Background: an optimization exercise with open tools, aiming at small area and a short achievable clock period. Do not read the settings as production practice.
No driver is modelled on the clock port, so clock power and skew are understated where the tree is cut down; a real chip needs a root buffer or a tree.

// encoder
module encoder (
    input clk,
    input rst_n,
    input [31:0] data_in,
    output logic [31:0] data_out
);
    logic [7:0] cnt;              
    logic [7:0] cnt_nxt;
    logic [1:0] u, un;
    logic [5:0] v, vn;
    assign cnt_nxt = (cnt == 8'd254) ? 8'd0 : cnt + 8'd1;
    assign u = cnt[7:6];
    assign v = cnt[5:0];
    assign un = cnt_nxt[7:6];
    assign vn = cnt_nxt[5:0];
    always_ff @(posedge clk) begin
        if (!rst_n) cnt <= 8'd254;
        else cnt <= cnt_nxt;
    end
    logic acc;
    logic [7:0] cnt_nxt2;
    assign cnt_nxt2 = (cnt_nxt == 8'd254) ? 8'd0 : cnt_nxt + 8'd1;
    always_ff @(posedge clk) begin
        if (!rst_n) acc <= 1'b1;
        else acc <= (cnt_nxt2[5:0] < 6'd59) || (cnt_nxt2[5:0] == 6'd59 && cnt_nxt2[7:6] != 2'd3);
    end
    logic [3:0][7:0] enc;
    always_ff @(posedge clk) begin
        enc[3] <= data_in[31:24];
        if (acc) enc[2:0] <= data_in[23:0];
    end
    logic [7:0] el [0:3];
    logic [7:0] cat [0:7];        
    always_comb begin
        for (int s = 0; s < 4; s++) begin
            el[s] = enc[3 - s];
            cat[s] = enc[3 - s];
            cat[s + 4] = data_in[31 - 8 * s -: 8];
        end
    end
    logic [127:0] par;            
    logic [127:0] peff;
    logic [31:0] fb;              
    logic [127:0] mp;
    logic [127:0] pnew;
    logic [3:0][7:0] rot;
    logic [3:0][7:0] rot_d;
    logic ptop_n;
    always_comb begin
        ptop_n = (vn != 6'd0) && (vn <= 6'd59);
        for (int j = 0; j < 4; j++) begin
            rot_d[j] = cat[j + 3 - un];
            if ((j == 0 && vn == 6'd0) || vn > 6'd59) rot_d[j] = 8'd0;
            if (!ptop_n) rot_d[j] = rot_d[j] ^ pnew[8 * (15 - j) +: 8];
        end
    end
    always_ff @(posedge clk) begin
        rot <= rot_d;
    end
    logic first;
    always_ff @(posedge clk) begin
        if (!rst_n) first <= 1'b0;
        else first <= (vn == 6'd0);
    end
    assign peff[127:96] = par[127:96];
    assign peff[95:0] = first ? 96'd0 : par[95:0];
    always_comb begin
        for (int e = 0; e < 4; e++)
            fb[8 * e +: 8] = peff[8 * (12 + e) +: 8] ^ rot[3 - e];
        pnew = {peff[95:0], 32'd0} ^ mp;
    end
    logic [211:0] cx;
    assign cx[0] = fb[4] ^ fb[8];
    assign cx[1] = fb[3] ^ fb[21];
    assign cx[2] = fb[20] ^ fb[31];
    assign cx[3] = fb[9] ^ fb[23];
    assign cx[4] = fb[0] ^ fb[18];
  ...
==> flow/config.mk <==
export PLATFORM = sky130hd
export DESIGN_NAME = encoder
export DESIGN_NICKNAME = encoder
export VERILOG_FILES = /design/flow/design.v
export SDC_FILE = /design/flow/constraint.sdc
export NUM_CORES = 8
export LEC_CHECK = 0
export CAP_MARGIN = 20
export CORE_MARGIN = 2
export CORE_UTILIZATION = 65
export SLEW_MARGIN = 20
==> flow/constraint.sdc <==
create_clock -name core_clock -period 14.0 [get_ports {clk}]
set_input_delay 2.8000 -clock core_clock [delete_from_list [all_inputs] [get_ports {clk}]]
set_output_delay 2.8000 -clock core_clock [all_outputs]
set_load 0.01 [all_outputs]
standard.sh (not shown) runs the stock make flow with config.mk's settings and CLKGATE_MAP_FILE= SYNTH_SCRIPT=/design/flow/synth_recipe.tcl, a recipe that flattens the netlist after the stock synthesis.
==> flow/flow/run.sh <==
#!/bin/bash
# Standard layout, except: the synthesis maps with flow/abc_speed.script,
# the clock tree is flow/ctree.tcl's two-level tree, the ports get plain
# buffers, timing repair aims below the period, and the wire capacitance
# the placement-stage timing estimates use is scaled up by 1.3 (closer to
# the extracted values).
set -euo pipefail
rm -rf scripts_local
cp -r "$FLOW_HOME/scripts" scripts_local
cp flow/abc_speed.script scripts_local/abc_speed.script
sed -i 's|^log_cmd clock_tree_synthesis .*|source $::env(CTREE_TCL)|' scripts_local/cts.tcl
grep -q CTREE_TCL scripts_local/cts.tcl
python3 - "$FLOW_HOME/platforms/sky130hd/setRC.tcl" 1.3 > setRC_scaled.tcl <<'PY'
import re, sys
s = open(sys.argv[1]).read()
k = float(sys.argv[2])
print(re.sub(r'-capacitance ([0-9.Ee+-]+)', lambda m: '-capacitance %g' % (float(m.group(1)) * k), s))
PY
export LAYER_PARASITICS_FILE=$PWD/setRC_scaled.tcl
export CTREE_TCL=$PWD/flow/ctree.tcl
export CTREE_LEAF=20
export SCRIPTS_DIR=$PWD/scripts_local
export BUFFER_PORTS_ARGS="-buffer_cell sky130_fd_sc_hd__buf_2"
export SETUP_SLACK_MARGIN=10.2
bash standard.sh > standard.log 2>&1
==> flow/flow/abc_speed.script <==
strash
dch -f
&get -n
&nf -R 1000 -p
&put
topo
stime -c
==> flow/flow/ctree.tcl <==
# Two-level clock tree in place of clock_tree_synthesis: the clock port drives
# one buffer per quadrant of the clock sinks, and each of those drives the
# leaf buffers of its quadrant (at most CTREE_LEAF sinks per leaf).
set ct_block [ord::get_db_block]
set ct_dbu [$ct_block getDbUnitsPerMicron]
set ct_buf sky130_fd_sc_hd__clkbuf_16
set ct_leaf [expr {[info exists ::env(CTREE_LEAF)] ? $::env(CTREE_LEAF) : 20}]

proc ct_centroid {pts} {
  set sx 0.0; set sy 0.0
  foreach p $pts { set sx [expr {$sx + [lindex $p 1]}]; set sy [expr {$sy + [lindex $p 2]}] }
  set n [llength $pts]
  return [list [expr {$sx / $n}] [expr {$sy / $n}]]
}
# split {pin x y} items into k near-equal parts along x (idx 1) or y (idx 2)
proc ct_split {pts k idx} {
  set s [lsort -real -index $idx $pts]
  set n [llength $s]
  set out {}
  for {set i 0} {$i < $k} {incr i} {
    lappend out [lrange $s [expr {($n * $i) / $k}] [expr {($n * ($i + 1)) / $k - 1}]]
  }
  return $out
}
proc ct_span {pts idx} {
  set l [lsort -real -index $idx $pts]
  return [expr {[lindex $l end $idx] - [lindex $l 0 $idx]}]
}
proc ct_um {v} { return [expr {$v / double($::ct_dbu)}] }

set ct_sinks {}
foreach p [get_pins -of_objects [get_nets clk]] {
  lassign [[sta::sta_to_db_pin $p] getAvgXY] ok x y
  lappend ct_sinks [list $p $x $y]
}
puts "ctree: [llength $ct_sinks] clock sinks"

set ct_quads {}
foreach half [ct_split $ct_sinks 2 1] {
  foreach q [ct_split $half 2 2] { lappend ct_quads $q }
}
set qi 0
foreach q $ct_quads {
  set nleaf [expr {int(ceil([llength $q] / double($ct_leaf)))}]
  set idx [expr {[ct_span $q 1] > [ct_span $q 2] ? 1 : 2}]
  set leafxy {}
  set li 0
  foreach g [ct_split $q $nleaf $idx] {
    set pins {}
    foreach p $g { lappend pins [lindex $p 0] }
    lassign [ct_centroid $g] cx cy
    set bname "ctree_leaf_${qi}_${li}"
    insert_buffer -buffer_cell $ct_buf -net clk -load_pins $pins \
      -location [list [ct_um $cx] [ct_um $cy]] \
      -buffer_name $bname -net_name "ctree_net_leaf_${qi}_${li}"
    lappend leafxy [list x $cx $cy]
    incr li
  }
  # insert_buffer adds a number to the names: find this quadrant's leaves
  set leafpins {}
  foreach p [get_pins -of_objects [get_nets clk]] {
    if {[string match "ctree_leaf_${qi}_*" [get_full_name $p]]} { lappend leafpins $p }
  }
  lassign [ct_centroid $leafxy] cx cy
  insert_buffer -buffer_cell $ct_buf -net clk -load_pins $leafpins \
    -location [list [ct_um $cx] [ct_um $cy]] \
    -buffer_name "ctree_q_${qi}" -net_name "ctree_net_q_${qi}"
  incr qi
}
foreach net [$ct_block getNets] {
  if {[string match ctree_net_* [$net getName]]} { $net setSigType CLOCK }
}
[$ct_block findNet clk] setSigType CLOCK
set_propagated_clock [all_clocks]
puts "ctree: clock port drives [llength [get_pins -of_objects [get_nets clk]]] pins"
The first run passed the timing, design-rule and antenna checks.
Edit:
--- a/flow/flow/run.sh
+++ b/flow/flow/run.sh
@@ -21,2 +21,4 @@
 export CTREE_LEAF=20
+export CTREE_BUF_LEAF=sky130_fd_sc_hd__clkbuf_16
+export CTREE_BUF_TOP=sky130_fd_sc_hd__clkbuf_16
 export SCRIPTS_DIR=$PWD/scripts_local
==> flow/flow/abc_speed.script (replaced) <==
strash
&get -n
&dch -f
&nf -R 1000 -p
&put
topo
stime -c
--- a/flow/flow/ctree.tcl
+++ b/flow/flow/ctree.tcl
@@ -5,3 +5,4 @@
 set ct_dbu [$ct_block getDbUnitsPerMicron]
-set ct_buf sky130_fd_sc_hd__clkbuf_16
+set ct_buf_leaf [expr {[info exists ::env(CTREE_BUF_LEAF)] ? $::env(CTREE_BUF_LEAF) : "sky130_fd_sc_hd__clkbuf_16"}]
+set ct_buf_top [expr {[info exists ::env(CTREE_BUF_TOP)] ? $::env(CTREE_BUF_TOP) : "sky130_fd_sc_hd__clkbuf_16"}]
 set ct_leaf [expr {[info exists ::env(CTREE_LEAF)] ? $::env(CTREE_LEAF) : 20}]
@@ -52,3 +53,3 @@
     set bname "ctree_leaf_${qi}_${li}"
-    insert_buffer -buffer_cell $ct_buf -net clk -load_pins $pins \
+    insert_buffer -buffer_cell $ct_buf_leaf -net clk -load_pins $pins \
       -location [list [ct_um $cx] [ct_um $cy]] \
@@ -63,4 +64,5 @@
   }
+  if {$li == 1} { incr qi; continue }
   lassign [ct_centroid $leafxy] cx cy
-  insert_buffer -buffer_cell $ct_buf -net clk -load_pins $leafpins \
+  insert_buffer -buffer_cell $ct_buf_top -net clk -load_pins $leafpins \
     -location [list [ct_um $cx] [ct_um $cy]] \
Effect:
- The changed run ran to the end with no violations
- setup slack is better by 0.046 ns
- register-to-register slack is about the same
- final area stays flat
- routed wire length is lower by 4.1%
- sequential share of layout area barely changes
- critical path depth is unchanged
- via count decreases by 2.4%
Edit:
--- a/flow/flow/run.sh
+++ b/flow/flow/run.sh
@@ -25,3 +25,3 @@
 export BUFFER_PORTS_ARGS="-buffer_cell sky130_fd_sc_hd__buf_2"
-export SETUP_SLACK_MARGIN=10.2
+export SETUP_SLACK_MARGIN=10.25
 bash standard.sh > standard.log 2>&1
==> flow/flow/abc_speed.script (replaced) <==
strash
dch -f
&get -n
&nf -R 1000 -p
&put
topo
stime -c
=> The new run passed the timing, design-rule and antenna checks. Clock skew decreases by 0.0060 ns. Worst setup slack loses 0.015 ns. Routed wire length climbs by 0.46%. Hold slack gets worse by 0.0051 ns. Design area stays flat. Core utilization came out lower by 1.9 points. Maximum frequency came out lower by 0.42%.
No run of this note included a check of the RTL's function; only the layout flow was run. No run of this note takes its clock network from TritonCTS; it comes from the design's own scripts or RTL.

==> what the ideal ports hide <==
The results above use ideal ports. As a check the final layouts listed here were re-extracted and re-timed, cells and wires unchanged.
Step 1: set_driving_cell puts a clkbuf_16 on clk and a buf_2 on each other input, an assumption about the parent block.
Step 2 adds t to the input delays and takes it off the output delays; t is the mean of the earliest and latest rising clock arrival at the registers after step 1. Input paths then give back, and output paths get back, about the clock's delay inside the block.
a / b / c = ideal ports / drivers / drivers and shift; a / b = the first two.
| run | shift t [ns] | slack for setup (ns) | latest minus earliest clock arrival (ns) |
|---|---|---|---|
| the first run | 0.412 | 10.385 / 10.271 / 10.275 | 0.030 / 0.030 |
| the second run | 0.411 | 10.430 / 10.317 / 10.267 | 0.031 / 0.031 |
| the third run | 0.407 | 10.415 / 10.305 / 10.218 | 0.026 / 0.026 |
After both steps every run listed still meets setup and hold. For the third run, which loses most, drivers alone change the setup slack by -0.110 ns; drivers and shift together by -0.197 ns.
